What follows belongs to an exercise in optimizing a design on an open flow for small area, a short achievable clock period and few clock cycles per item; a production flow would make more cautious choices.
RTL that was checked went through simulation tests only; none was proved equivalent to the original.

==> try-juniper: inputs <==
==> flow/design.v (excerpt) <==
module main (
    input wire [15:0] v, x,
    input wire clk, reset, start,
    output wire done,
    output wire [15:0] final_result
);
    reg [2:0] ph;
    reg done_r;
    reg [14:0] X2;
    reg [13:0] T;
    reg [15:0] F;
    wire [20:0] p85  = {X2, 6'b0} + {X2, 4'b0} + {X2, 2'b0} + X2 + (X2[0] ? 21'd85 : 21'd0);
    wire [17:0] p17  = {T, 4'b0} + T + 18'd511;
    wire [17:0] p9   = {T, 3'b0} + T;
    wire [18:0] p23  = {T, 4'b0} + {T, 2'b0} + {T, 1'b0} + T + 19'd2047;
    wire [13:0] accm = F[13:0] - T;
    reg [13:0] A;
    reg [15:0] B;
    reg rnd;
    always @(*) begin
        A = x[13:0]; B = {{2{x[13]}}, x[13:0]}; rnd = 1'b0;
        case (ph)
            3'd1: begin A = {4'b0, p85[20:11]}; B = {1'b0, X2}; end
            3'd2: begin A = {5'b0, p17[17:9]};  B = {1'b0, X2}; rnd = 1'b1; end
            3'd3: begin A = {8'b0, p9[14:9]};   B = {1'b0, X2}; end
            3'd4: begin A = {11'b0, p23[13:11]}; B = {1'b0, X2}; rnd = 1'b1; end
            3'd5: begin A = accm; B = v; end
            default: ;
        endcase
    end
    wire [15:0] Ph;
    bmul mul (.a(A), .b(B), .rnd(rnd), .p(Ph));
    wire [26:0] P = {Ph, 11'b0};
    wire add = (ph == 3'd2) || (ph == 3'd4);
    wire [13:0] m1 = X2[14:1] + X2[0];
    wire [13:0] acc_a = (ph == 3'd1) ? 14'd2048 : F[13:0];
    wire [13:0] acc_b = (ph == 3'd1) ? m1 : T;
    wire [13:0] acc_n = add ? acc_a + acc_b : acc_a - acc_b;
  ...
==> module main, before the edit <==
module main (
    input wire [15:0] v, x,
    input wire clk, reset, start,
    output wire done,
    output wire [15:0] final_result
);
    reg [2:0] ph;
    reg done_r;
    reg [14:0] X2;
    reg [13:0] T;
    reg [15:0] F;
    wire [20:0] p85  = {X2, 6'b0} + {X2, 4'b0} + {X2, 2'b0} + X2 + (X2[0] ? 21'd85 : 21'd0);
    wire [17:0] p17  = {T, 4'b0} + T + 18'd511;
    wire [17:0] p9   = {T, 3'b0} + T;
    wire [18:0] p23  = {T, 4'b0} + {T, 2'b0} + {T, 1'b0} + T + 19'd2047;
    wire [13:0] accm = F[13:0] - T;
    reg [13:0] A;
    reg [15:0] B;
    reg rnd;
    always @(*) begin
        A = x[13:0]; B = {{2{x[13]}}, x[13:0]}; rnd = 1'b0;
        case (ph)
            3'd1: begin A = {4'b0, p85[20:11]}; B = {1'b0, X2}; end
            3'd2: begin A = {5'b0, p17[17:9]};  B = {1'b0, X2}; rnd = 1'b1; end
            3'd3: begin A = {8'b0, p9[14:9]};   B = {1'b0, X2}; end
            3'd4: begin A = {11'b0, p23[13:11]}; B = {1'b0, X2}; rnd = 1'b1; end
            3'd5: begin A = accm; B = v; end
            default: ;
        endcase
    end
    wire [15:0] Ph;
    bmul mul (.a(A), .b(B), .rnd(rnd), .p(Ph));
    wire [26:0] P = {Ph, 11'b0};
    wire add = (ph == 3'd2) || (ph == 3'd4);
    wire [13:0] m1 = X2[14:1] + X2[0];
    wire [13:0] acc_a = (ph == 3'd1) ? 14'd2048 : F[13:0];
    wire [13:0] acc_b = (ph == 3'd1) ? m1 : T;
    wire [13:0] acc_n = add ? acc_a + acc_b : acc_a - acc_b;
    always @(posedge clk) begin
        if (reset) begin
            ph <= 3'd0;
            done_r <= 1'b0;
        end else begin
            case (ph)
                3'd0: if (start) begin ph <= 3'd1; done_r <= 1'b0; end
                3'd5: begin ph <= 3'd0; done_r <= 1'b1; end
                default: ph <= ph + 3'd1;
            endcase
        end
    end
    always @(posedge clk) begin
        if (ph == 3'd0) X2 <= P[25:11];
        if (ph != 3'd0 && ph != 3'd5) T <= P[24:11];
        if (ph == 3'd5) F <= P[26:11];
        else if (ph != 3'd0) F <= {{2{acc_n[13]}}, acc_n};
    end
    assign done = done_r;
    assign final_result = F;
endmodule
==> flow/config.mk <==
export PLATFORM = sky130hd
export DESIGN_NAME = main
export DESIGN_NICKNAME = main
export VERILOG_FILES = /design/flow/design.v
export SDC_FILE = /design/flow/constraint.sdc
export NUM_CORES = 4
export LEC_CHECK = 0
export ABC_AREA = 1
export CAP_MARGIN = 20
export CORE_MARGIN = 2
export CORE_UTILIZATION = 40
export SLEW_MARGIN = 20
==> flow/constraint.sdc <==
create_clock -name core_clock -period 13.0 [get_ports {clk}]
set_input_delay 2.6000 -clock core_clock [delete_from_list [all_inputs] [get_ports {clk}]]
set_output_delay 2.6000 -clock core_clock [all_outputs]
set_load 0.01 [all_outputs]
run.sh (not shown) runs the stock make flow with config.mk's settings and CLKGATE_MAP_FILE= SYNTH_SCRIPT=/design/flow/synth_recipe.tcl, a recipe that flattens the netlist after the stock synthesis.
==> try-ember: changes against try-juniper <==
--- a/flow/design.v
+++ b/flow/design.v
@@ -490,33 +490,46 @@
     reg [14:0] X2;
     reg [13:0] T;
     reg [15:0] F;
-    wire [20:0] p85  = {X2, 6'b0} + {X2, 4'b0} + {X2, 2'b0} + X2 + (X2[0] ? 21'd85 : 21'd0);
-    wire [17:0] p17  = {T, 4'b0} + T + 18'd511;
-    wire [17:0] p9   = {T, 3'b0} + T;
-    wire [18:0] p23  = {T, 4'b0} + {T, 2'b0} + {T, 1'b0} + T + 19'd2047;
-    wire [13:0] accm = F[13:0] - T;
+    wire ph1 = (ph == 3'd1);
+    wire ph2 = (ph == 3'd2);
+    wire ph3 = (ph == 3'd3);
+    wire ph4 = (ph == 3'd4);
+    wire ph5 = (ph == 3'd5);
+    wire [20:0] r0 = {X2, 6'b0};
+    wire [20:0] r1 = {2'b0, X2, 4'b0};
+    wire [20:0] r2 = {4'b0, X2, 2'b0};
+    wire [20:0] r3 = {6'b0, X2};
+    wire [20:0] r4 = {14'b0, X2[0], 1'b0, X2[0], 1'b0, X2[0], 1'b0, X2[0]};
+    wire [20:0] s0 = r0 ^ r1 ^ r2;
+    wire [20:0] c0 = {(r0[19:0] & r1[19:0]) | (r0[19:0] & r2[19:0]) | (r1[19:0] & r2[19:0]), 1'b0};
+    wire [20:0] s1 = s0 ^ c0 ^ r3;
+    wire [20:0] c1 = {(s0[19:0] & c0[19:0]) | (s0[19:0] & r3[19:0]) | (c0[19:0] & r3[19:0]), 1'b0};
+    wire [20:0] p85 = s1 + c1 + r4;
+    wire [9:0] u1 = p85[20:11];
+    wire [17:0] q = (ph2 ? {T, 4'b0} : {1'b0, T, 3'b0}) + {4'b0, T} + {9'b0, {9{ph2}}};
+    wire [8:0] a23 = q[17:9];
+    wire [8:0] t9 = T[8:0];
+    wire k1 = (t9 != 9'd0), k2 = (t9 >= 9'd90), k3 = (t9 >= 9'd179);
+    wire k4 = (t9 >= 9'd268), k5 = (t9 >= 9'd357), k6 = (t9 >= 9'd446);
+    wire [2:0] a4 = {k4, (k2 & ~k4) | k6, (k1 & ~k2) | (k3 & ~k4) | (k5 & ~k6)};
+    wire sub = ph3 | ph5;
+    wire [13:0] acc_a = ph1 ? 14'd2048 : F[13:0];
+    wire [13:0] acc_b = ph1 ? {1'b1, ~X2[14:1]} : (sub ? ~T : T);
+    wire acc_ci = ph1 ? ~X2[0] : sub;
+    wire [13:0] acc_n = acc_a + acc_b + {13'b0, acc_ci};
     reg [13:0] A;
     reg [15:0] B;
     reg rnd;
     always @(*) begin
         A = x[13:0]; B = {{2{x[13]}}, x[13:0]}; rnd = 1'b0;
-        case (ph)
-            3'd1: begin A = {4'b0, p85[20:11]}; B = {1'b0, X2}; end
-            3'd2: begin A = {5'b0, p17[17:9]};  B = {1'b0, X2}; rnd = 1'b1; end
-            3'd3: begin A = {8'b0, p9[14:9]};   B = {1'b0, X2}; end
-            3'd4: begin A = {11'b0, p23[13:11]}; B = {1'b0, X2}; rnd = 1'b1; end
-            3'd5: begin A = accm; B = v; end
-            default: ;
-        endcase
+        if (ph1) begin A = {4'b0, u1}; B = {1'b0, X2}; end
+        if (ph2) begin A = {5'b0, a23}; B = {1'b0, X2}; rnd = 1'b1; end
+        if (ph3) begin A = {5'b0, a23}; B = {1'b0, X2}; end
+        if (ph4) begin A = {11'b0, a4}; B = {1'b0, X2}; rnd = 1'b1; end
+        if (ph5) begin A = acc_n; B = v; end
     end
-    wire [15:0] Ph;
-    bmul mul (.a(A), .b(B), .rnd(rnd), .p(Ph));
-    wire [26:0] P = {Ph, 11'b0};
-    wire add = (ph == 3'd2) || (ph == 3'd4);
-    wire [13:0] m1 = X2[14:1] + X2[0];
-    wire [13:0] acc_a = (ph == 3'd1) ? 14'd2048 : F[13:0];
-    wire [13:0] acc_b = (ph == 3'd1) ? m1 : T;
-    wire [13:0] acc_n = add ? acc_a + acc_b : acc_a - acc_b;
+    wire [15:0] P;
+    bmul mul (.a(A), .b(B), .rnd(rnd), .p(P));
     always @(posedge clk) begin
         if (reset) begin
             ph <= 3'd0;
@@ -530,10 +543,10 @@
         end
     end
     always @(posedge clk) begin
-        if (ph == 3'd0) X2 <= P[25:11];
-        if (ph != 3'd0 && ph != 3'd5) T <= P[24:11];
-        if (ph == 3'd5) F <= P[26:11];
-        else if (ph != 3'd0) F <= {{2{acc_n[13]}}, acc_n};
+        if (ph == 3'd0) X2 <= P[14:0];
+        T <= P[13:0];
+        if (ph5) F <= P;
+        else if (ph != 3'd0) F[13:0] <= acc_n;
     end
     assign done = done_r;
     assign final_result = F;
--- a/flow/config.mk
+++ b/flow/config.mk
@@ -8,5 +8,6 @@
 export ABC_AREA = 1
 export CAP_MARGIN = 20
 export CORE_MARGIN = 2
-export CORE_UTILIZATION = 40
+export CORE_UTILIZATION = 60
+export SETUP_SLACK_MARGIN = 5
 export SLEW_MARGIN = 20
==> try-maple: changes against try-juniper <==
--- a/flow/design.v
+++ b/flow/design.v
@@ -490,33 +490,46 @@
     reg [14:0] X2;
     reg [13:0] T;
     reg [15:0] F;
-    wire [20:0] p85  = {X2, 6'b0} + {X2, 4'b0} + {X2, 2'b0} + X2 + (X2[0] ? 21'd85 : 21'd0);
-    wire [17:0] p17  = {T, 4'b0} + T + 18'd511;
-    wire [17:0] p9   = {T, 3'b0} + T;
-    wire [18:0] p23  = {T, 4'b0} + {T, 2'b0} + {T, 1'b0} + T + 19'd2047;
-    wire [13:0] accm = F[13:0] - T;
+    wire ph1 = (ph == 3'd1);
+    wire ph2 = (ph == 3'd2);
+    wire ph3 = (ph == 3'd3);
+    wire ph4 = (ph == 3'd4);
+    wire ph5 = (ph == 3'd5);
+    wire [20:0] r0 = {X2, 6'b0};
+    wire [20:0] r1 = {2'b0, X2, 4'b0};
+    wire [20:0] r2 = {4'b0, X2, 2'b0};
+    wire [20:0] r3 = {6'b0, X2};
+    wire [20:0] r4 = {14'b0, X2[0], 1'b0, X2[0], 1'b0, X2[0], 1'b0, X2[0]};
+    wire [20:0] s0 = r0 ^ r1 ^ r2;
+    wire [20:0] c0 = {(r0[19:0] & r1[19:0]) | (r0[19:0] & r2[19:0]) | (r1[19:0] & r2[19:0]), 1'b0};
+    wire [20:0] s1 = s0 ^ c0 ^ r3;
+    wire [20:0] c1 = {(s0[19:0] & c0[19:0]) | (s0[19:0] & r3[19:0]) | (c0[19:0] & r3[19:0]), 1'b0};
+    wire [20:0] p85 = s1 + c1 + r4;
+    wire [9:0] u1 = p85[20:11];
+    wire [17:0] q = (ph2 ? {T, 4'b0} : {1'b0, T, 3'b0}) + {4'b0, T} + {9'b0, {9{ph2}}};
+    wire [8:0] a23 = q[17:9];
+    wire [8:0] t9 = T[8:0];
+    wire k1 = (t9 != 9'd0), k2 = (t9 >= 9'd90), k3 = (t9 >= 9'd179);
+    wire k4 = (t9 >= 9'd268), k5 = (t9 >= 9'd357), k6 = (t9 >= 9'd446);
+    wire [2:0] a4 = {k4, (k2 & ~k4) | k6, (k1 & ~k2) | (k3 & ~k4) | (k5 & ~k6)};
+    wire sub = ph3 | ph5;
+    wire [13:0] acc_a = ph1 ? 14'd2048 : F[13:0];
+    wire [13:0] acc_b = ph1 ? {1'b1, ~X2[14:1]} : (sub ? ~T : T);
+    wire acc_ci = ph1 ? ~X2[0] : sub;
+    wire [13:0] acc_n = acc_a + acc_b + {13'b0, acc_ci};
     reg [13:0] A;
     reg [15:0] B;
     reg rnd;
     always @(*) begin
         A = x[13:0]; B = {{2{x[13]}}, x[13:0]}; rnd = 1'b0;
-        case (ph)
-            3'd1: begin A = {4'b0, p85[20:11]}; B = {1'b0, X2}; end
-            3'd2: begin A = {5'b0, p17[17:9]};  B = {1'b0, X2}; rnd = 1'b1; end
-            3'd3: begin A = {8'b0, p9[14:9]};   B = {1'b0, X2}; end
-            3'd4: begin A = {11'b0, p23[13:11]}; B = {1'b0, X2}; rnd = 1'b1; end
-            3'd5: begin A = accm; B = v; end
-            default: ;
-        endcase
+        if (ph1) begin A = {4'b0, u1}; B = {1'b0, X2}; end
+        if (ph2) begin A = {5'b0, a23}; B = {1'b0, X2}; rnd = 1'b1; end
+        if (ph3) begin A = {5'b0, a23}; B = {1'b0, X2}; end
+        if (ph4) begin A = {11'b0, a4}; B = {1'b0, X2}; rnd = 1'b1; end
+        if (ph5) begin A = acc_n; B = v; end
     end
-    wire [15:0] Ph;
-    bmul mul (.a(A), .b(B), .rnd(rnd), .p(Ph));
-    wire [26:0] P = {Ph, 11'b0};
-    wire add = (ph == 3'd2) || (ph == 3'd4);
-    wire [13:0] m1 = X2[14:1] + X2[0];
-    wire [13:0] acc_a = (ph == 3'd1) ? 14'd2048 : F[13:0];
-    wire [13:0] acc_b = (ph == 3'd1) ? m1 : T;
-    wire [13:0] acc_n = add ? acc_a + acc_b : acc_a - acc_b;
+    wire [15:0] P;
+    bmul mul (.a(A), .b(B), .rnd(rnd), .p(P));
     always @(posedge clk) begin
         if (reset) begin
             ph <= 3'd0;
@@ -530,10 +543,10 @@
         end
     end
     always @(posedge clk) begin
-        if (ph == 3'd0) X2 <= P[25:11];
-        if (ph != 3'd0 && ph != 3'd5) T <= P[24:11];
-        if (ph == 3'd5) F <= P[26:11];
-        else if (ph != 3'd0) F <= {{2{acc_n[13]}}, acc_n};
+        if (ph == 3'd0) X2 <= P[14:0];
+        T <= P[13:0];
+        if (ph5) F <= P;
+        else if (ph != 3'd0) F[13:0] <= acc_n;
     end
     assign done = done_r;
     assign final_result = F;
==> run summary <==
quantity                                                                      try-juniper                         try-ember              try-maple
Reg-to-reg critical path endpoint                                                   F[12]                             F[12]                  F[13]
Run status                                               no timing/DRC/antenna violations  no timing/DRC/antenna violations  no timing/DRC/antenna violations
Share of the synthesized area in compound gates (AO/OA/AOI/OAI)                     12.8%                             14.1%                  14.1%
Total number of nets in the final design                                             2210                              1958                   1874
Worst Path Required                                                              13.15 ns                          13.07 ns               13.14 ns
Clock buf count                                                                         5                                 5                      7
Total Routed Length                                                              43700 um                          36700 um               34300 um
Critical register-to-register path startpoint                                       X2[3]                             X2[4]                  X2[5]
Slew @ Worst Pin                                                                  1.03 ns                          0.867 ns                1.00 ns
Global-route usage over all layers                                                  25.1%                             35.3%                  24.0%
End of the critical path                                                            F[12]                             F[12]                  F[13]
Half-perimeter wire length after detailed placement                              34900 um                          26800 um               27500 um
Number of instances resized during post-cts repair                                      0                                94                      0
Critical-path top delay cell                                     sky130_fd_sc_hd__nand4_2  sky130_fd_sc_hd__clkdlybuf4s50_1  sky130_fd_sc_hd__fa_1
Testbench counts of try-ember, summed over its fixed seeds: cycles 14,400, items 2,400.
Testbench counts of try-maple, summed over its fixed seeds: cycles 14,400, items 2,400.
No functional check of the RTL was part of try-juniper.

---

==> 04-11: inputs <==
Another version of the RTL of main (not shown whole).
==> module main, before the edit <==
module main (
    input wire [15:0] v, x,
    input wire clk, reset, start,
    output wire done,
    output wire [15:0] final_result
);
    reg [5:0] p;
    reg done_r;
    reg [14:0] X2;
    reg [14:0] T;    
    reg [15:0] F;
    wire [9:0] u1;
    pre85 p85 (.X2(T), .u1(u1));    
    wire [8:0] a23;
    pre2 p23 (.T(T[13:0]), .s(p[2]), .q(a23));
    wire [8:0] t9 = T[8:0];
    wire k1 = (t9 != 9'd0), k2 = (t9 >= 9'd90), k3 = (t9 >= 9'd179);
    wire k4 = (t9 >= 9'd268), k5 = (t9 >= 9'd357), k6 = (t9 >= 9'd446);
    wire [2:0] a4 = {k4, (k2 & ~k4) | k6, (k1 & ~k2) | (k3 & ~k4) | (k5 & ~k6)};
    wire [13:0] ra = p[1] ? 14'd2048 : F[13:0];
    wire [13:0] rb = p[1] ? {1'b1, ~T[14:1]} : T[13:0];
    wire [14:0] rc;
    wire [13:0] acc_n;
    assign rc[0] = p[1] & ~T[0];
    genvar i;
    generate
        for (i = 0; i < 14; i = i + 1) begin : rip
            assign acc_n[i] = ra[i] ^ rb[i] ^ rc[i];
            assign rc[i+1] = (ra[i] & rb[i]) | (ra[i] & rc[i]) | (rb[i] & rc[i]);
        end
    endgenerate
    wire [13:0] accf = F[13:0] + T[13:0];
    wire [13:0] A = ({14{p[0]}} & x[13:0]) | ({14{p[1]}} & {4'b0, u1}) |
                    ({14{p[2] | p[3]}} & {5'b0, a23}) | ({14{p[4]}} & {11'b0, a4}) |
                    ({14{p[5]}} & accf);
    wire [15:0] B = ({16{p[0]}} & {{2{x[13]}}, x[13:0]}) | ({16{p[5]}} & v) |
                    ({16{~p[0] & ~p[5]}} & {1'b0, X2});
    wire [15:0] P;
    bmul mul (.a(A), .b(B), .neg(p[2] | p[4]), .p(P));
    always @(posedge clk) begin
        if (reset) begin
            p <= 6'b000001;
            done_r <= 1'b0;
        end else begin
            if (p[0]) begin
                if (start) begin p <= 6'b000010; done_r <= 1'b0; end
            end else begin
                p <= {p[4:0], p[5]};
                if (p[5]) done_r <= 1'b1;
            end
        end
    end
    always @(posedge clk) begin
        if (p[0]) X2 <= P[14:0];
        T <= P[14:0];
        if (p[5]) F <= P;
        else if (!p[0]) F[13:0] <= acc_n;
    end
    assign done = done_r;
    assign final_result = F;
endmodule
==> flow/config.mk <==
export PLATFORM = sky130hd
export DESIGN_NAME = main
export DESIGN_NICKNAME = main
export VERILOG_FILES = /design/flow/design.v
export SDC_FILE = /design/flow/constraint.sdc
export NUM_CORES = 4
export LEC_CHECK = 0
export ABC_AREA = 1
export CAP_MARGIN = 20
export CORE_MARGIN = 2
export CORE_UTILIZATION = 40
export SETUP_SLACK_MARGIN = 4.0
export SLEW_MARGIN = 20
==> flow/constraint.sdc <==
create_clock -name core_clock -period 13.0 [get_ports {clk}]
set_input_delay 2.6000 -clock core_clock [delete_from_list [all_inputs] [get_ports {clk}]]
set_output_delay 2.6000 -clock core_clock [all_outputs]
set_load 0.01 [all_outputs]
standard.sh (not shown) runs the stock make flow with config.mk's settings and CLKGATE_MAP_FILE= SYNTH_SCRIPT=/design/flow/synth_recipe.tcl, a recipe that flattens the netlist after the stock synthesis.
==> flow/flow/run.sh <==
#!/bin/bash
# The standard layout (standard.sh) with two changes:
#  - the ports get plain buf_2 buffers instead of the delay cells buffer_ports
#    picks by default (every port still gets its buffer);
#  - after the standard synthesis, flow/polopt.py chooses the polarity of each
#    full-adder cell (a full adder is self-dual) so that fewer inverters are
#    needed between adder cells, and rebuilds a half adder from plain gates
#    (xnor2, nand2) where its outputs are wanted inverted. Registers and their
#    names are untouched.
# Each tool's output goes to its own log file in this folder.
set -euo pipefail
export BUFFER_PORTS_ARGS="-buffer_cell sky130_fd_sc_hd__buf_2"
RES="$PWD/orfs/results/sky130hd/main/base"
bash standard.sh "$RES/1_2_yosys.v" > synth.log 2>&1
python3 flow/polopt.py "$RES/1_2_yosys.v" "$RES/1_2_yosys_pol.v" > polopt.log 2>&1
mv "$RES/1_2_yosys_pol.v" "$RES/1_2_yosys.v"
bash standard.sh > standard_flow.log 2>&1
Other scripts of this flow, unchanged in this note and not shown: flow/flow/polopt.py
==> 12-16 (differences from 04-11) <==
--- a/flow/design.v
+++ b/flow/design.v
@@ -427,41 +427,150 @@
     wire w72 = (w18 & w41) | (w18 & w40) | (w41 & w40);
     wire w73 = X2[14] ^ w43 ^ w42;
     wire w74 = (X2[14] & w43) | (X2[14] & w42) | (w43 & w42);
     wire w75 = X2[11] ^ X2[13] ^ w44;
     wire w76 = (X2[11] & X2[13]) | (X2[11] & w44) | (X2[13] & w44);
     wire w77 = X2[12] ^ X2[14];
     wire w78 = X2[12] & X2[14];
-    wire [20:0] sx = {X2[14], w78, w76, w74, w72, w70, w68, w66, w64, w62, w60, w58, w56, w54, w52, w50, w48, w46, w45, X2[1], X2[0]};
-    wire [20:0] sy = {1'b0, X2[13], w77, w75, w73, w71, w69, w67, w65, w63, w61, w59, w57, w55, w53, w51, w49, w47, X2[0], 1'b0, X2[0]};
-    wire [20:0] sum = sx + sy;
-    assign u1 = sum[20:11];
+    wire w79 = X2[0] & X2[0];
+    wire w80 = X2[0] ^ X2[0];
+    wire w81 = w45 & X2[0];
+    wire w82 = w45 ^ X2[0];
+    wire w83 = w46 & w47;
+    wire w84 = w46 ^ w47;
+    wire w85 = w48 & w49;
+    wire w86 = w48 ^ w49;
+    wire w87 = w50 & w51;
+    wire w88 = w50 ^ w51;
+    wire w89 = w52 & w53;
+    wire w90 = w52 ^ w53;
+    wire w91 = w54 & w55;
+    wire w92 = w54 ^ w55;
+    wire w93 = w56 & w57;
+    wire w94 = w56 ^ w57;
+    wire w95 = w58 & w59;
+    wire w96 = w58 ^ w59;
+    wire w97 = w60 & w61;
+    wire w98 = w60 ^ w61;
+    wire w99 = w62 & w63;
+    wire w100 = w62 ^ w63;
+    wire w101 = w64 & w65;
+    wire w102 = w64 ^ w65;
+    wire w103 = w66 & w67;
+    wire w104 = w66 ^ w67;
+    wire w105 = w68 & w69;
+    wire w106 = w68 ^ w69;
+    wire w107 = w70 & w71;
+    wire w108 = w70 ^ w71;
+    wire w109 = w72 & w73;
+    wire w110 = w72 ^ w73;
+    wire w111 = w74 & w75;
+    wire w112 = w74 ^ w75;
+    wire w113 = w76 & w77;
+    wire w114 = w76 ^ w77;
+    wire w115 = w78 & X2[13];
+    wire w116 = w78 ^ X2[13];
+    wire w117 = X2[1] & w79;
+    wire w118 = w83 | (w84 & w81);
+    wire w119 = w84 & w82;
+    wire w120 = w87 | (w88 & w85);
+    wire w121 = w88 & w86;
+    wire w122 = w91 | (w92 & w89);
+    wire w123 = w92 & w90;
+    wire w124 = w95 | (w96 & w93);
+    wire w125 = w96 & w94;
+    wire w126 = w99 | (w100 & w97);
+    wire w127 = w100 & w98;
+    wire w128 = w103 | (w104 & w101);
+    wire w129 = w104 & w102;
+    wire w130 = w107 | (w108 & w105);
+    wire w131 = w108 & w106;
+    wire w132 = w111 | (w112 & w109);
+    wire w133 = w112 & w110;
+    wire w134 = w115 | (w116 & w113);
+    wire w135 = w116 & w114;
+    wire w136 = w81 | (w82 & w117);
+    wire w137 = w118 | (w119 & w117);
+    wire w138 = w89 | (w90 & w120);
+    wire w139 = w90 & w121;
+    wire w140 = w122 | (w123 & w120);
+    wire w141 = w123 & w121;
+    wire w142 = w97 | (w98 & w124);
+    wire w143 = w98 & w125;
+    wire w144 = w126 | (w127 & w124);
+    wire w145 = w127 & w125;
+    wire w146 = w105 | (w106 & w128);
+    wire w147 = w106 & w129;
+    wire w148 = w130 | (w131 & w128);
+    wire w149 = w131 & w129;
+    wire w150 = w113 | (w114 & w132);
+    wire w151 = w114 & w133;
+    wire w152 = w134 | (w135 & w132);
+    wire w153 = w135 & w133;
+    wire w154 = w85 | (w86 & w137);
+    wire w155 = w120 | (w121 & w137);
+    wire w156 = w138 | (w139 & w137);
+    wire w157 = w140 | (w141 & w137);
+    wire w158 = w101 | (w102 & w144);
+    wire w159 = w102 & w145;
+    wire w160 = w128 | (w129 & w144);
+    wire w161 = w129 & w145;
+    wire w162 = w146 | (w147 & w144);
+    wire w163 = w147 & w145;
+    wire w164 = w148 | (w149 & w144);
+    wire w165 = w149 & w145;
+    wire w166 = X2[14] & w152;
+    wire w167 = X2[14] & w153;
+    wire w168 = w93 | (w94 & w157);
+    wire w169 = w124 | (w125 & w157);
+    wire w170 = w142 | (w143 & w157);
+    wire w171 = w144 | (w145 & w157);
+    wire w172 = w158 | (w159 & w157);
+    wire w173 = w160 | (w161 & w157);
+    wire w174 = w162 | (w163 & w157);
+    wire w175 = w164 | (w165 & w157);
+    wire w176 = w109 | (w110 & w175);
+    wire w177 = w132 | (w133 & w175);
+    wire w178 = w150 | (w151 & w175);
+    wire w179 = w152 | (w153 & w175);
+    wire w180 = w166 | (w167 & w175);
+    wire w181 = w100 ^ w170;
+    wire w182 = w102 ^ w171;
+    wire w183 = w104 ^ w172;
+    wire w184 = w106 ^ w173;
+    wire w185 = w108 ^ w174;
+    wire w186 = w110 ^ w175;
+    wire w187 = w112 ^ w176;
+    wire w188 = w114 ^ w177;
+    wire w189 = w116 ^ w178;
+    wire w190 = X2[14] ^ w179;
+    assign u1 = {w190, w189, w188, w187, w186, w185, w184, w183, w182, w181};
 endmodule
 module pre2 (
     input wire [13:0] T,
     input wire s,
     output wire [8:0] q
 );
     wire [13:0] Tn = T ^ {14{~s}};
-    wire sgn = ~s & Tn[13];
+    wire sx = ~s & Tn[13];
     wire m3 = ~s & Tn[0];
     wire m4 = s ? T[0] : Tn[1];
     wire m5 = s ? T[1] : Tn[2];
     wire m6 = s ? T[2] : Tn[3];
     wire m7 = s ? T[3] : Tn[4];
     wire m8 = s ? T[4] : Tn[5];
     wire m9 = s ? T[5] : Tn[6];
     wire m10 = s ? T[6] : Tn[7];
     wire m11 = s ? T[7] : Tn[8];
     wire m12 = s ? T[8] : Tn[9];
     wire m13 = s ? T[9] : Tn[10];
     wire m14 = s ? T[10] : Tn[11];
     wire m15 = s ? T[11] : Tn[12];
     wire m16 = s ? T[12] : Tn[13];
-    wire m17 = s ? T[13] : sgn;
+    wire m17 = s ? T[13] : sx;
     wire w1 = s ^ ~s;
     wire w2 = s & ~s;
     wire w3 = s ^ m4;
     wire w4 = s & m4;
     wire w5 = s ^ m5;
     wire w6 = s & m5;
     wire w7 = s ^ m6;
@@ -494,22 +603,22 @@
     wire w34 = m10 & Tn[10];
     wire w35 = m11 ^ Tn[11];
     wire w36 = m11 & Tn[11];
     wire w37 = m12 ^ Tn[12];
     wire w38 = m12 & Tn[12];
     wire w39 = m13 ^ Tn[13];
     wire w40 = m13 & Tn[13];
-    wire w41 = m14 ^ sgn;
-    wire w42 = m14 & sgn;
-    wire w43 = m15 ^ sgn;
-    wire w44 = m15 & sgn;
-    wire w45 = m16 ^ sgn;
-    wire w46 = m16 & sgn;
-    wire w47 = m17 ^ sgn;
-    wire w48 = m17 & sgn;
+    wire w41 = m14 ^ sx;
+    wire w42 = m14 & sx;
+    wire w43 = m15 ^ sx;
+    wire w44 = m15 & sx;
+    wire w45 = m16 ^ sx;
+    wire w46 = m16 & sx;
+    wire w47 = m17 ^ sx;
+    wire w48 = m17 & sx;
     wire w49 = w13 & Tn[0];
     wire w50 = w13 ^ Tn[0];
     wire w51 = w14 & w15;
     wire w52 = w14 ^ w15;
     wire w53 = w16 & w17;
     wire w54 = w16 ^ w17;
     wire w55 = w18 & w19;
@@ -611,37 +720,37 @@
     input wire clk, reset, start,
     output wire done,
     output wire [15:0] final_result
 );
     reg [5:0] p;
     reg done_r;
     reg [14:0] X2;
-    reg [14:0] T;    
+    reg [13:0] T;
     reg [15:0] F;
     wire [9:0] u1;
-    pre85 p85 (.X2(T), .u1(u1));    
+    pre85 p85 (.X2(X2), .u1(u1));
     wire [8:0] a23;
-    pre2 p23 (.T(T[13:0]), .s(p[2]), .q(a23));
+    pre2 p23 (.T(T), .s(p[2]), .q(a23));
     wire [8:0] t9 = T[8:0];
     wire k1 = (t9 != 9'd0), k2 = (t9 >= 9'd90), k3 = (t9 >= 9'd179);
     wire k4 = (t9 >= 9'd268), k5 = (t9 >= 9'd357), k6 = (t9 >= 9'd446);
     wire [2:0] a4 = {k4, (k2 & ~k4) | k6, (k1 & ~k2) | (k3 & ~k4) | (k5 & ~k6)};
     wire [13:0] ra = p[1] ? 14'd2048 : F[13:0];
-    wire [13:0] rb = p[1] ? {1'b1, ~T[14:1]} : T[13:0];
+    wire [13:0] rb = p[1] ? {1'b1, ~X2[14:1]} : T;
     wire [14:0] rc;
     wire [13:0] acc_n;
-    assign rc[0] = p[1] & ~T[0];
+    assign rc[0] = p[1] & ~X2[0];
     genvar i;
     generate
         for (i = 0; i < 14; i = i + 1) begin : rip
             assign acc_n[i] = ra[i] ^ rb[i] ^ rc[i];
             assign rc[i+1] = (ra[i] & rb[i]) | (ra[i] & rc[i]) | (rb[i] & rc[i]);
         end
     endgenerate
-    wire [13:0] accf = F[13:0] + T[13:0];
+    wire [13:0] accf = F[13:0] + T;
     wire [13:0] A = ({14{p[0]}} & x[13:0]) | ({14{p[1]}} & {4'b0, u1}) |
                     ({14{p[2] | p[3]}} & {5'b0, a23}) | ({14{p[4]}} & {11'b0, a4}) |
                     ({14{p[5]}} & accf);
     wire [15:0] B = ({16{p[0]}} & {{2{x[13]}}, x[13:0]}) | ({16{p[5]}} & v) |
                     ({16{~p[0] & ~p[5]}} & {1'b0, X2});
     wire [15:0] P;
     bmul mul (.a(A), .b(B), .neg(p[2] | p[4]), .p(P));
@@ -656,14 +765,14 @@
                 p <= {p[4:0], p[5]};
                 if (p[5]) done_r <= 1'b1;
             end
         end
     end
     always @(posedge clk) begin
         if (p[0]) X2 <= P[14:0];
-        T <= P[14:0];
+        T <= P[13:0];
         if (p[5]) F <= P;
         else if (!p[0]) F[13:0] <= acc_n;
     end
     assign done = done_r;
     assign final_result = F;
 endmodule
--- a/flow/config.mk
+++ b/flow/config.mk
@@ -5,9 +5,9 @@
 export SDC_FILE = /design/flow/constraint.sdc
 export NUM_CORES = 4
 export LEC_CHECK = 0
 export ABC_AREA = 1
 export CAP_MARGIN = 20
 export CORE_MARGIN = 2
 export CORE_UTILIZATION = 40
-export SETUP_SLACK_MARGIN = 4.0
+export SETUP_SLACK_MARGIN = 3.5
 export SLEW_MARGIN = 20
==> 02-05 (differences from 04-11) <==
--- a/flow/design.v
+++ b/flow/design.v
@@ -611,37 +611,37 @@
     input wire clk, reset, start,
     output wire done,
     output wire [15:0] final_result
 );
     reg [5:0] p;
     reg done_r;
     reg [14:0] X2;
-    reg [14:0] T;    
+    reg [13:0] T;
     reg [15:0] F;
     wire [9:0] u1;
-    pre85 p85 (.X2(T), .u1(u1));    
+    pre85 p85 (.X2(X2), .u1(u1));
     wire [8:0] a23;
-    pre2 p23 (.T(T[13:0]), .s(p[2]), .q(a23));
+    pre2 p23 (.T(T), .s(p[2]), .q(a23));
     wire [8:0] t9 = T[8:0];
     wire k1 = (t9 != 9'd0), k2 = (t9 >= 9'd90), k3 = (t9 >= 9'd179);
     wire k4 = (t9 >= 9'd268), k5 = (t9 >= 9'd357), k6 = (t9 >= 9'd446);
     wire [2:0] a4 = {k4, (k2 & ~k4) | k6, (k1 & ~k2) | (k3 & ~k4) | (k5 & ~k6)};
     wire [13:0] ra = p[1] ? 14'd2048 : F[13:0];
-    wire [13:0] rb = p[1] ? {1'b1, ~T[14:1]} : T[13:0];
+    wire [13:0] rb = p[1] ? {1'b1, ~X2[14:1]} : T;
     wire [14:0] rc;
     wire [13:0] acc_n;
-    assign rc[0] = p[1] & ~T[0];
+    assign rc[0] = p[1] & ~X2[0];
     genvar i;
     generate
         for (i = 0; i < 14; i = i + 1) begin : rip
             assign acc_n[i] = ra[i] ^ rb[i] ^ rc[i];
             assign rc[i+1] = (ra[i] & rb[i]) | (ra[i] & rc[i]) | (rb[i] & rc[i]);
         end
     endgenerate
-    wire [13:0] accf = F[13:0] + T[13:0];
+    wire [13:0] accf = F[13:0] + T;
     wire [13:0] A = ({14{p[0]}} & x[13:0]) | ({14{p[1]}} & {4'b0, u1}) |
                     ({14{p[2] | p[3]}} & {5'b0, a23}) | ({14{p[4]}} & {11'b0, a4}) |
                     ({14{p[5]}} & accf);
     wire [15:0] B = ({16{p[0]}} & {{2{x[13]}}, x[13:0]}) | ({16{p[5]}} & v) |
                     ({16{~p[0] & ~p[5]}} & {1'b0, X2});
     wire [15:0] P;
     bmul mul (.a(A), .b(B), .neg(p[2] | p[4]), .p(P));
@@ -656,14 +656,14 @@
                 p <= {p[4:0], p[5]};
                 if (p[5]) done_r <= 1'b1;
             end
         end
     end
     always @(posedge clk) begin
         if (p[0]) X2 <= P[14:0];
-        T <= P[14:0];
+        T <= P[13:0];
         if (p[5]) F <= P;
         else if (!p[0]) F[13:0] <= acc_n;
     end
     assign done = done_r;
     assign final_result = F;
 endmodule
==> flow/flow/run.sh (replaced) <==
#!/bin/bash
# The standard layout (standard.sh) with three changes:
#  - the ports get plain buf_2 buffers instead of the delay cells buffer_ports
#    picks by default (every port still gets its buffer);
#  - after the standard synthesis, flow/polopt.py chooses the polarity of each
#    full-adder cell (a full adder is self-dual) so that fewer inverters are
#    needed between adder cells, and rebuilds a half adder from plain gates
#    (xnor2, nand2) where its outputs are wanted inverted;
#  - flow/remap.sh maps the plain logic between registers and adder cells
#    again with an area-oriented ABC script; the timing repair of the layout
#    steps sizes it afterwards.
# Registers, adder cells and their names are untouched.
# Each tool's output goes to its own log file in this folder.
set -euo pipefail
export BUFFER_PORTS_ARGS="-buffer_cell sky130_fd_sc_hd__buf_2"
RES="$PWD/orfs/results/sky130hd/main/base"
bash standard.sh "$RES/1_2_yosys.v" > synth.log 2>&1
python3 flow/polopt.py "$RES/1_2_yosys.v" "$RES/1_2_yosys_pol.v" > polopt.log 2>&1
bash flow/remap.sh "$RES/1_2_yosys_pol.v" "$RES/1_2_yosys_remap.v" '+strash;dch;amap;topo;upsize,-c;dnsize,-c' > remap.log 2>&1
rm -f "$RES/1_2_yosys_pol.v"
mv "$RES/1_2_yosys_remap.v" "$RES/1_2_yosys.v"
bash standard.sh > standard_flow.log 2>&1
==> flow/flow/remap.sh (new file) <==
#!/bin/bash
# Maps the synthesized netlist's plain logic again with ABC, keeping every
# register, full adder and half adder instance (and its name) as it is.
# usage: remap.sh IN.v OUT.v ABC_SCRIPT
set -euo pipefail
LIB="$FLOW_HOME/platforms/sky130hd/lib/sky130_fd_sc_hd__tt_025C_1v80.lib"
DONT_USE=""
for c in sky130_fd_sc_hd__lpflow_bleeder_1 sky130_fd_sc_hd__lpflow_clkbufkapwr_1 sky130_fd_sc_hd__lpflow_clkbufkapwr_16 sky130_fd_sc_hd__lpflow_clkbufkapwr_2 sky130_fd_sc_hd__lpflow_clkbufkapwr_4 sky130_fd_sc_hd__lpflow_clkbufkapwr_8 sky130_fd_sc_hd__lpflow_clkinvkapwr_1 sky130_fd_sc_hd__lpflow_clkinvkapwr_16 sky130_fd_sc_hd__lpflow_clkinvkapwr_2 sky130_fd_sc_hd__lpflow_clkinvkapwr_4 sky130_fd_sc_hd__lpflow_clkinvkapwr_8 sky130_fd_sc_hd__lpflow_decapkapwr_12 sky130_fd_sc_hd__lpflow_decapkapwr_3 sky130_fd_sc_hd__lpflow_decapkapwr_4 sky130_fd_sc_hd__lpflow_decapkapwr_6 sky130_fd_sc_hd__lpflow_decapkapwr_8 sky130_fd_sc_hd__lpflow_inputiso0n_1 sky130_fd_sc_hd__lpflow_inputiso0p_1 sky130_fd_sc_hd__lpflow_inputiso1n_1 sky130_fd_sc_hd__lpflow_inputiso1p_1 sky130_fd_sc_hd__lpflow_inputisolatch_1 sky130_fd_sc_hd__lpflow_isobufsrc_1 sky130_fd_sc_hd__lpflow_isobufsrc_16 sky130_fd_sc_hd__lpflow_isobufsrc_2 sky130_fd_sc_hd__lpflow_isobufsrc_4 sky130_fd_sc_hd__lpflow_isobufsrc_8 sky130_fd_sc_hd__lpflow_isobufsrckapwr_16 sky130_fd_sc_hd__lpflow_lsbuf_lh_hl_isowell_tap_1 sky130_fd_sc_hd__lpflow_lsbuf_lh_hl_isowell_tap_2 sky130_fd_sc_hd__lpflow_lsbuf_lh_hl_isowell_tap_4 sky130_fd_sc_hd__lpflow_lsbuf_lh_isowell_4 sky130_fd_sc_hd__lpflow_lsbuf_lh_isowell_tap_1 sky130_fd_sc_hd__lpflow_lsbuf_lh_isowell_tap_2 sky130_fd_sc_hd__lpflow_lsbuf_lh_isowell_tap_4 sky130_fd_sc_hd__probe_p_8 sky130_fd_sc_hd__probec_p_8 ; do DONT_USE="$DONT_USE -dont_use $c"; done
cat > remap.ys <<EOT
read_liberty -ignore_miss_func $LIB
read_verilog $1
hierarchy -top main
setattr -mod -set keep_hierarchy 1 sky130_fd_sc_hd__fa_1 sky130_fd_sc_hd__ha_1 sky130_fd_sc_hd__dfxtp_1 sky130_fd_sc_hd__edfxtp_1 sky130_fd_sc_hd__conb_1
flatten
opt_clean
abc -liberty $LIB $DONT_USE -script $3
opt_clean -purge
select main
write_verilog -selected -noattr -noexpr -nohex -nodec $2
EOT
"$FLOW_HOME/../tools/install/yosys/bin/yosys" -s remap.ys
==> 12-18 (differences from 04-11) <==
--- a/flow/design.v
+++ b/flow/design.v
@@ -611,37 +611,37 @@
     input wire clk, reset, start,
     output wire done,
     output wire [15:0] final_result
 );
     reg [5:0] p;
     reg done_r;
     reg [14:0] X2;
-    reg [14:0] T;    
+    reg [13:0] T;
     reg [15:0] F;
     wire [9:0] u1;
-    pre85 p85 (.X2(T), .u1(u1));    
+    pre85 p85 (.X2(X2), .u1(u1));
     wire [8:0] a23;
-    pre2 p23 (.T(T[13:0]), .s(p[2]), .q(a23));
+    pre2 p23 (.T(T), .s(p[2]), .q(a23));
     wire [8:0] t9 = T[8:0];
     wire k1 = (t9 != 9'd0), k2 = (t9 >= 9'd90), k3 = (t9 >= 9'd179);
     wire k4 = (t9 >= 9'd268), k5 = (t9 >= 9'd357), k6 = (t9 >= 9'd446);
     wire [2:0] a4 = {k4, (k2 & ~k4) | k6, (k1 & ~k2) | (k3 & ~k4) | (k5 & ~k6)};
     wire [13:0] ra = p[1] ? 14'd2048 : F[13:0];
-    wire [13:0] rb = p[1] ? {1'b1, ~T[14:1]} : T[13:0];
+    wire [13:0] rb = p[1] ? {1'b1, ~X2[14:1]} : T;
     wire [14:0] rc;
     wire [13:0] acc_n;
-    assign rc[0] = p[1] & ~T[0];
+    assign rc[0] = p[1] & ~X2[0];
     genvar i;
     generate
         for (i = 0; i < 14; i = i + 1) begin : rip
             assign acc_n[i] = ra[i] ^ rb[i] ^ rc[i];
             assign rc[i+1] = (ra[i] & rb[i]) | (ra[i] & rc[i]) | (rb[i] & rc[i]);
         end
     endgenerate
-    wire [13:0] accf = F[13:0] + T[13:0];
+    wire [13:0] accf = F[13:0] + T;
     wire [13:0] A = ({14{p[0]}} & x[13:0]) | ({14{p[1]}} & {4'b0, u1}) |
                     ({14{p[2] | p[3]}} & {5'b0, a23}) | ({14{p[4]}} & {11'b0, a4}) |
                     ({14{p[5]}} & accf);
     wire [15:0] B = ({16{p[0]}} & {{2{x[13]}}, x[13:0]}) | ({16{p[5]}} & v) |
                     ({16{~p[0] & ~p[5]}} & {1'b0, X2});
     wire [15:0] P;
     bmul mul (.a(A), .b(B), .neg(p[2] | p[4]), .p(P));
@@ -656,14 +656,14 @@
                 p <= {p[4:0], p[5]};
                 if (p[5]) done_r <= 1'b1;
             end
         end
     end
     always @(posedge clk) begin
         if (p[0]) X2 <= P[14:0];
-        T <= P[14:0];
+        T <= P[13:0];
         if (p[5]) F <= P;
         else if (!p[0]) F[13:0] <= acc_n;
     end
     assign done = done_r;
     assign final_result = F;
 endmodule
--- a/flow/config.mk
+++ b/flow/config.mk
@@ -7,7 +7,8 @@
 export LEC_CHECK = 0
 export ABC_AREA = 1
 export CAP_MARGIN = 20
 export CORE_MARGIN = 2
 export CORE_UTILIZATION = 40
 export SETUP_SLACK_MARGIN = 4.0
 export SLEW_MARGIN = 20
+export SYNTH_HIERARCHICAL = 1
==> metrics.yaml <==
first_iter_violations: 1087
cts.sink_count: 52
r2r_start: "X2[4]"
routed_wl_mm: 39.7
setup.worst_path.start: "X2[4]"
tap_cells: 390
post_drt_wl_per_cell_um: 18.8
wl_met3_mm: 3.40
fp.dieH_um: 177
dp_slack_ps: 4010
cp-endpoint: "F[7]"
outcome: "no timing/DRC/antenna violations"
final_area_um2: 12700
critPathRequiredTime_ps: 13040
crit_top_cell: "nand2_1"
m1WireLength_mm: 17.8
bufAreaShareNonClock_pct: 2.58
Source of the figures above: 12-16

==> metrics.yaml <==
cp-endpoint: "F[13]"
ioPinCount: 52
r2r_start: "T[4]"
crit_top_cell: "fa_1"
dp_slack_ps: 4260
wl_met3_mm: 2.41
first_iter_violations: 1075
fp.dieH_um: 178
m1WireLength_mm: 17.1
critPathRequiredTime_ps: 13070
tap_cells: 390
routed_wl_mm: 38.0
setup.worst_path.start: "T[4]"
post_drt_wl_per_cell_um: 17.6
final_area_um2: 12900
outcome: "no timing/DRC/antenna violations"
Source of the figures above: 04-11

==> metrics.yaml <==
m1WireLength_mm: 15.5
bufAreaShareNonClock_pct: 7.59
avgSynthCellArea_um2: 8.10
cp-endpoint: "F[15]"
post_drt_wl_per_cell_um: 20.5
wl_met3_mm: 2.12
routed_wl_mm: 35.8
final_area_um2: 12500
crit_top_cell: "fa_1"
cts.sink_count: 52
setup.worst_path.start: "X2[3]"
fp.dieH_um: 165
first_iter_violations: 804
dp_slack_ps: 2710
tap_cells: 330
critPathRequiredTime_ps: 13050
outcome: "no timing/DRC/antenna violations"
Source of the figures above: 02-05

==> metrics.yaml <==
bufAreaShareNonClock_pct: 2.23
dp_slack_ps: 4440
wl_met3_mm: 2.96
fp.dieH_um: 183
setup.worst_path.start: "X2[4]"
cts_setup_buffers: 0
place_area_um2: 13200
routed_wl_mm: 39.8
r2r_start: "X2[4]"
worst_slew_pin_slew_ps: 1080
whs_ps: 478
cp-endpoint: "F[12]"
outcome: "no timing/DRC/antenna violations"
critPathRequiredTime_ps: 13030
m1WireLength_mm: 18.1
post_drt_wl_per_cell_um: 18.1
tap_cells: 402
cts.sink_count: 52
final_area_um2: 13400
start_util_pct: 40.5
Source of the figures above: 12-18

Testbench counts of 02-05, summed over its fixed seeds: cycles 14,400, items 2,400.
Testbench counts of 12-18, summed over its fixed seeds: cycles 14,400, items 2,400.
For 04-11 and 12-16, only the layout was checked, not whether the RTL still works.

## separate check: timing with driven ports
The flow's constraints put no driver on any port. The routed layouts listed below were extracted and timed again, unchanged, in two steps. Step 1 assumes that a clkbuf_16 drives the clock port and a buf_2 every other input. Step 2, shift: input delay + t, output delay - t, t = (earliest + latest rising clock arrival at the registers) / 2. This alone moves slack from input paths to output paths. Three values: no drivers, after step 1, after step 2; two values: the first two.
| run | t, ns | setup WS [ns] | worst hold slack (ns) | worst setup path after step 2 | worst slew at a driven data input, ns |
|---|---|---|---|---|---|
| try-juniper | 0.350 | 2.811 / 2.811 / 2.657 | 0.510 / 0.510 / 0.510 | input to register | 0.05 |
| try-ember | 0.339 | 4.111 / 4.123 / 3.785 | 0.476 / 0.476 / 0.476 | input to register | 0.04 |
| try-maple | 0.335 | 2.984 / 2.984 / 2.984 | 0.467 / 0.467 / 0.467 | register to register | 0.05 |
| 04-11 | 0.342 | 4.543 / 4.543 / 4.360 | 0.485 / 0.485 / 0.485 | input to register | 0.04 |
| 12-16 | 0.335 | 4.436 / 4.436 / 4.185 | 0.447 / 0.447 / 0.447 | input to register | 0.06 |
| 02-05 | 0.348 | 4.006 / 4.006 / 3.903 | 0.478 / 0.478 / 0.478 | input to register | 0.05 |
| 12-18 | 0.331 | 4.563 / 4.563 / 4.295 | 0.478 / 0.478 / 0.478 | input to register | 0.03 |
After both steps setup and hold are still met in every run listed. For try-ember, which loses most, drivers alone change the setup slack by +0.012 ns; drivers and shift together by -0.326 ns.
